This is an optimization exercise on Yosys and OpenROAD, whose aim is small area, a short achievable clock period and few clock cycles per item, not a production implementation.
At most, simulation tests tie the RTL to the original design; equivalence was not proved.
For run 2, only the layout was checked, not whether the RTL still works.
Power figures rest on the tool's default switching activity, not on a simulated workload.

## flow/design.v (module list and top-level ports; edited modules follow where they fit)
// module mult_unit: 979 lines
// module mu_fa: 4 lines
// module mu_pp_lo: 12 lines
// module mu_pp_hi: 13 lines
// module mu_ha: 4 lines
module mult_unit (
    input  logic        clk_i,
    input  logic        rst_ni,
    input  logic        start_i,
    input  logic [2:0]  op_type_i,
    input  logic [31:0] operand_a_i,
    input  logic [31:0] operand_b_i,
    output logic [31:0] result_o,
    output logic        done_o,
    output logic        exception_valid_o,
    output logic [31:0] exception_cause_o
);
  // ...
==> flow/flow/run.sh <==
#!/bin/bash
# The standard layout, with: fanout-limited repair_design at placement, repair_timing asked
# for extra setup slack, plain port buffers and one tie cell for the constant outputs
bash standard.sh SETUP_SLACK_MARGIN=8.0 "BUFFER_PORTS_ARGS=-buffer_cell sky130_fd_sc_hd__buf_2" SKIP_REPAIR_TIE_FANOUT=1 PRE_RESIZE_TCL=$PWD/flow/fanout.tcl finish > standard.log 2>&1
==> flow/flow/fanout.tcl <==
# limit fanout for the placement-stage repair_design (buffer trees on the Booth select nets)
set_max_fanout 12 [current_design]
==> flow/standard.sh <==
#!/bin/bash
# synth_recipe.tcl (not shown) runs the flow's synth.tcl, then flattens the netlist and writes it again
# the make line also repeats each setting of config.mk as NAME=value (left out here)
make -C /OpenROAD-flow-scripts/flow DESIGN_CONFIG=/design/flow/config.mk WORK_HOME=/design/flow/orfs CLKGATE_MAP_FILE= SYNTH_SCRIPT=/design/flow/synth_recipe.tcl "${@:-finish}"
==> flow/config.mk <==
export PLATFORM = sky130hd
export DESIGN_NAME = mult_unit
export DESIGN_NICKNAME = mult_unit
export VERILOG_FILES = /design/flow/design.v
export SDC_FILE = /design/flow/constraint.sdc
export NUM_CORES = 4
export LEC_CHECK = 0
export ABC_AREA = 1
export CAP_MARGIN = 20
export CORE_MARGIN = 2
export CORE_UTILIZATION = 60
export CTS_BUF_LIST = sky130_fd_sc_hd__clkbuf_8
export CTS_CLUSTER_SIZE = 40
export SLEW_MARGIN = 20
export SYNTH_HIERARCHICAL = 1
export SYNTH_MINIMUM_KEEP_SIZE = 0
==> flow/constraint.sdc <==
create_clock -name core_clock -period 15.0 [get_ports {clk_i}]
set_input_delay 3.0000 -clock core_clock [delete_from_list [all_inputs] [get_ports {clk_i}]]
set_output_delay 3.0000 -clock core_clock [all_outputs]
set_load 0.01 [all_outputs]
==> metrics.cfg, run 1 <==
[status]
outcome = timing/DRC/antenna clean

[clock_tree]
post_cts_buffers = 2
cts.path.max_buffers = 2
cts.htree.levels = 4

[worst_setup_path]
path_depth = 17
end_kind = register
cp_common_cell = fa_1
crit_type = in2reg
critPathMaxFanout = 12

[placement]
io_buffers = 102
place_inst = 3357
hpwl_um = 83100
place_ws_ps = 3560

[sta]
whs_ps = 2180
tns_ps = 0
postLayoutSetupSlackWorst_ps = 7910

[finish]
top_regs = st_q: 127 flops, sel_q: 2 flops, done_q: 1 flops
multiInputGateArea_um2 = 21700
ff_latch_area_um2 = 2610
fin_nets = 3492
buffer_area_frac = 0.0993
dominant_cells = multi-input gates
fillers = 3526
final_core_util = 0.678

[global_routing]
grtUsageMet3 = 0.154
antenna_found_initial = 12
top_usage_layer = met2
grtUsageMet1 = 0.561
grt_pass1_wl_um = 145000

[synthesis]
ys_ff_latch = 130
yosys-mux-area-fraction = 0
synth.most_common_cell = o22ai_1
synthSimpleGateAreaFrac = 0.0408
ys.flop_type = dfxtp_1
yosys.area.top_type = fa_1

[floorplan]
dieArea_um2 = 45300
initial_core_util = 0.607
core_area_um2 = 43100
taps = 585

[drt]
vias_per_cell = 6.60
antenna_left = 0
wl_um = 98300

[power]
power.total_mw = 5.98
power_leakage_nw = 12.1
vdd_drop_max_mv = 0.262

Testbench counts, summed over its fixed seeds: cycles 1,608, ops 1,600.
==> run 2: changes to the inputs <==
--- a/flow/design.v
+++ b/flow/design.v
@@ -20,17 +20,17 @@
     logic [32:0] bm;    
     assign bm = {operand_b_i, 1'b0};
     logic [15:0] one, two, neg, negz;
     logic [577:0] pp;
     genvar gj, gi;
     generate
         for (gj = 0; gj < 16; gj = gj + 1) begin : g_booth
             logic [33:0] x;    
-            assign one[gj]  = bm[2*gj+1] ^ bm[2*gj];
+            mu_xor u_one (.a(bm[2*gj+1]), .b(bm[2*gj]), .y(one[gj]));
             assign two[gj]  = (bm[2*gj+2] & ~bm[2*gj+1] & ~bm[2*gj]) | (~bm[2*gj+2] & bm[2*gj+1] & bm[2*gj]);
             assign neg[gj]  = bm[2*gj+2];
             assign negz[gj] = bm[2*gj+2] & ~(bm[2*gj+1] & bm[2*gj]);
             assign x = {am[33], am[33:1]} ^ {34{neg[gj]}};
             assign pp[gj*34] = (one[gj] & x[0]) | (two[gj] & neg[gj]);
             for (gi = 1; gi < 33; gi = gi + 1) begin : g_bit
                 assign pp[gj*34+gi] = (one[gj] & x[gi]) | (two[gj] & x[gi-1]);
             end
@@ -978,37 +978,15 @@
     assign done_o = done_q;
     assign exception_valid_o = 1'b0;
     assign exception_cause_o = '0;
 endmodule
 module mu_fa (input logic a, input logic b, input logic c, output logic s, output logic co);
     assign s  = a ^ b ^ c;
     assign co = (a & b) | (a & c) | (b & c);
 endmodule
-module mu_pp_lo (input logic [2:0] b, input logic [17:0] am, output logic [16:0] pp, output logic neg);
-    logic one, two;
-    assign one = b[1] ^ b[0];
-    assign two = (b[2] & ~b[1] & ~b[0]) | (~b[2] & b[1] & b[0]);
-    assign neg = b[2] & ~(b[1] & b[0]);
-    genvar i;
-    generate
-        for (i = 0; i < 17; i = i + 1) begin : g_bit
-            assign pp[i] = ((one & am[i+1]) | (two & am[i])) ^ neg;
-        end
-    endgenerate
-endmodule
-module mu_pp_hi (input logic [2:0] b, input logic [16:0] am, output logic [16:0] pp);
-    logic one, two, neg;
-    assign one = b[1] ^ b[0];
-    assign two = (b[2] & ~b[1] & ~b[0]) | (~b[2] & b[1] & b[0]);
-    assign neg = b[2] & ~(b[1] & b[0]);
-    genvar i;
-    generate
-        for (i = 0; i < 16; i = i + 1) begin : g_bit
-            assign pp[i] = ((one & am[i+1]) | (two & am[i])) ^ neg;
-        end
-    endgenerate
-    assign pp[16] = ~(((one | two) & am[16]) ^ neg);
+module mu_xor (input logic a, input logic b, output logic y);
+    assign y = a ^ b;
 endmodule
 module mu_ha (input logic a, input logic b, output logic s, output logic co);
     assign s  = a ^ b;
     assign co = a & b;
 endmodule
==> flow/flow/run.sh (replaced) <==
#!/bin/bash
# The standard layout, with repair_timing asked for extra setup slack and plain port buffers
bash standard.sh SETUP_SLACK_MARGIN=8.0 "BUFFER_PORTS_ARGS=-buffer_cell sky130_fd_sc_hd__buf_2" finish > standard.log 2>&1
removed: flow/flow/fanout.tcl
==> run 2 against run 1 <==
  * Via count shrank 4.3%
  * Core utilization down 4.1 points
  * Critical path type unchanged
  * Clock power about the same
  * Power shrank 3.5%
  * Flip-flop and latch count unchanged
  * Non-clock buffer count is 204 lower
  * Worst hold slack gained 70 ps
  * Global-route usage is 1.3 points lower
  * Critical path depth down 5
==> metrics.cfg, run 2 <==
[floorplan]
dieArea_um2 = 45400  ; +0.25%
core_area_um2 = 43100  ; unchanged
die_h_um = 213
initial_core_util = 0.609  ; +0.00157
io_pins = 136
fp.dieW_um = 213
rows = 76

[sta]
hold_viol_final = 0
tns_ps = 0  ; unchanged
slew_viol_final = 0
rsz0062_at_grt = no
finalSetupViolCount = 0
fin_crit_sh = 0.467
fin_crit_ps = 7000
clock.fmax_mhz = 143
tightestPinTransition_ps = 1110
slew_headroom = 0.255

[synthesis]
ys.flop_type = dfxtp_1
synth_top_area_frac = 0.382
synth_common_cells = o22ai_1, xnor2_1, fa_1
synthArstFlopShare = 0.00769
syn-instance-count = 2720
synth.area.top_cells = fa_1, xnor2_1, o22ai_1, dfxtp_1, ha_1
yosys.area.top_type = fa_1
ys_seq_area_frac = 0.0994
yosys_warnings = 7
syn_avg_cell_area_um2 = 9.65
synth.most_common_cell = o22ai_1
ys_ff_latch = 130  ; unchanged
synth_edf_count = 0
ys_types = 38
synth_area_um2 = 26200

[finish]
fin_nets = 3360  ; -3.8%
largest_reg_flops = 127
top_register = st_q
layout_common_cells = o22ai_1, xnor2_1, fa_1, inv_1, nand2_1
final_layout_size_suffix_gt1_frac = 0.0904
ff_latch_area_um2 = 2610  ; unchanged
fillers = 3655  ; +3.7%
layout_commonest_cell = o22ai_1
multiInputGateArea_um2 = 21600  ; -0.44%
postLayoutCellArea_um2 = 27500
area_growth_syn_to_layout_pct = 4.68
top_regs = st_q: 127 flops, sel_q: 2 flops, done_q: 1 flops

[clock_tree]
cts.htree.levels = 4  ; unchanged
clkTransAtPathRegs_ps = 100
cts_hold_buf = 0
cts_buffers = 17
cts.path.max_buffers = 2  ; unchanged
clock-sinks = 130
root_buffer = clkbuf_8
cts_tree = yes

[global_routing]
grtUsageTotal = 0.437
antenna_found_initial = 6  ; -6
grt_pass1_wl_um = 141000  ; -2.7%
first_global_vias = 21559
grt_max_degree = 42
grt_overflow_total = 0

[worst_setup_path]
crit_type = in2reg
cp.required_ps = 15410
slowest_delay_ps = 560
cp_common_cell = fa_1
crit_buf_inv = 4
cpMaxStageDelayCell = o21ai_1
arrival_ps = 7410
path_cells = buf_2 > buf_6 > nand2_1 > o21ai_1 > inv_1 > buf_4 > o22ai_1 > fa_1 > fa_1 > fa_1 > fa_1 > fa_1
critPathMaxFanout = 41  ; +29
path_delay_family = adder cells
end_kind = register
cp-start-kind = primary input

[power]
power_leakage_nw = 11.2  ; -7.1%
swShare = 0.531
vdd_drop_max_mv = 0.141  ; -46%
switchingPower_mw = 3.07
seqPwrFrac = 0.128
combPwrFrac = 0.813
internal_power_mw = 2.71
pwr-share-clk = 0.059
power.density_nw_per_um2 = 210

[drt]
wl_um = 96600  ; -1.7%
antenna_left = 0  ; unchanged
vias = 21453
vias_per_cell = 6.55  ; -0.73%
firstDrtPassIters = 6
wl_per_cell_um = 29.5
drcViolationCount = 0
drt_iter0_drc = 2384

[hold_path]
min_path_type = in2async

[placement]
io_buffers = 102  ; unchanged
place.gp.congestion = 1.03
dpl_cell_area_um2 = 26700
hpwl_um = 73100  ; -12%

[status]
outcome = timing/DRC/antenna clean

[job]
max-cap-violations = 0

## run 2: final cells by class
type / instances / area share
well taps: 585 / 0.0267
diodes: 1 / 0.0000911
flip-flops and latches: 130 / 0.0949
clock inverters: 14 / 0.00638
repair buffers: 165 / 0.0418
multi-input cells: 2126 / 0.787
repair inverters: 4 / 0.000911
inverters: 232 / 0.0328
clock buffers: 18 / 0.00902
## run 2: repair_timing
item	in CTS	in global routing
gates resized for setup	37	43
endpoints found under the setup margin	43	51
gates cloned	4	0
endpoints found under the hold margin	0	0
setup buffers	9	5
## run 2: cell families (layout without fill, tap and decap cells)
kind of cell | after synthesis | after routing | synth area share
compound gates | 641 | 641 | 0.153
xor+xnor | 557 | 557 | 0.186
fa+ha+maj | 614 | 614 | 0.436
buf+inv | 498 | 433 | 0.0822
flops | 130 | 130 | 0.0994
other cells | 1 | 36 | 0.000143
simple gates | 279 | 279 | 0.0438
## run 2: modules after synthesis, one instance, submodules excluded
module / copies in the design / cell area, µm² / cells inside
mu_fa: 469 / 20.0 / 1
mu_ha: 41 / 12.5 / 1
mu_xor: 16 / 18.8 / 5
mult_unit: 1 / 16000 / 2130
## run 2: through the flow
stage | power [mW] | utilization | hold WS (ps) | worst slack [ps] | cells
global route | 6.28 | 0.638 | 2220 | 8000 | 3274
global placement | 5.15 | 0.620 | 2770 | 6880 | 3224
floorplan | 3.55 | - | 2700 | 8210 | 2754
finish | 5.77 | 0.638 | 2250 | 8000 | 3275
detailed placement | 5.32 | 0.620 | 2780 | 6870 | 3224
CTS | 5.68 | 0.634 | 2200 | 7960 | 3269
## run 2: power groups by stage
stage | sequential (mW) | combinational (mW) | clock [mW]
after floorplan | 0.665 | 2.88 | 0
after global placement | 0.732 | 4.42 | 0
after detailed placement | 0.734 | 4.59 | 0
after CTS | 0.726 | 4.61 | 0.348
after global routing | 0.746 | 5.17 | 0.358
final | 0.739 | 4.69 | 0.341
## run 2: final timing paths
path,slack [ps],from,endpoint,cells past startpoint
worst max-delay path,8000,operand_b_i[27],st_q[60],12
worst min-delay path,2250,rst_ni,done_q,1
min in group core_clock,2590,op_type_i[2],sel_q[1],1
max in group asynchronous,12670,rst_ni,done_q,1
## run 2: routing by layer
metal | part of all wire | global-route usage
met1 | 0.39 | 0.600
met2 | 0.40 | 0.599
met3 | 0.15 | 0.175
met4 | 0.057 | 0.213
met5 | 0.00031 | 0

-- afterwards: timing with drivers on the ports --
How much do the figures lean on ideal ports? The routed layouts below were timed once more, with nothing changed but the port constraints.
Step 1 (the two cells are an assumption about what drives the block):
set clk [get_ports {clk_i}]
set_driving_cell -lib_cell sky130_fd_sc_hd__clkbuf_16 $clk
set_driving_cell -lib_cell sky130_fd_sc_hd__buf_2 [delete_from_list [all_inputs] $clk]
Step 2, shift: input delay + t, output delay - t, t = (earliest + latest rising clock arrival at the registers) / 2. This alone moves slack from input paths to output paths.
Slacks: no drivers / after step 1 / after step 2; pairs: no drivers / after step 1.
run	t, ns	slack for setup (ns)	cell pins on the clock port's net
run 1	0.631	7.913 / 7.950 / 7.318	1
run 2	0.564	7.995 / 8.023 / 7.459	1
After both steps setup and hold are still met in every run listed. For run 1, which loses most, drivers alone change the setup slack by +0.037 ns; drivers and shift together by -0.595 ns.
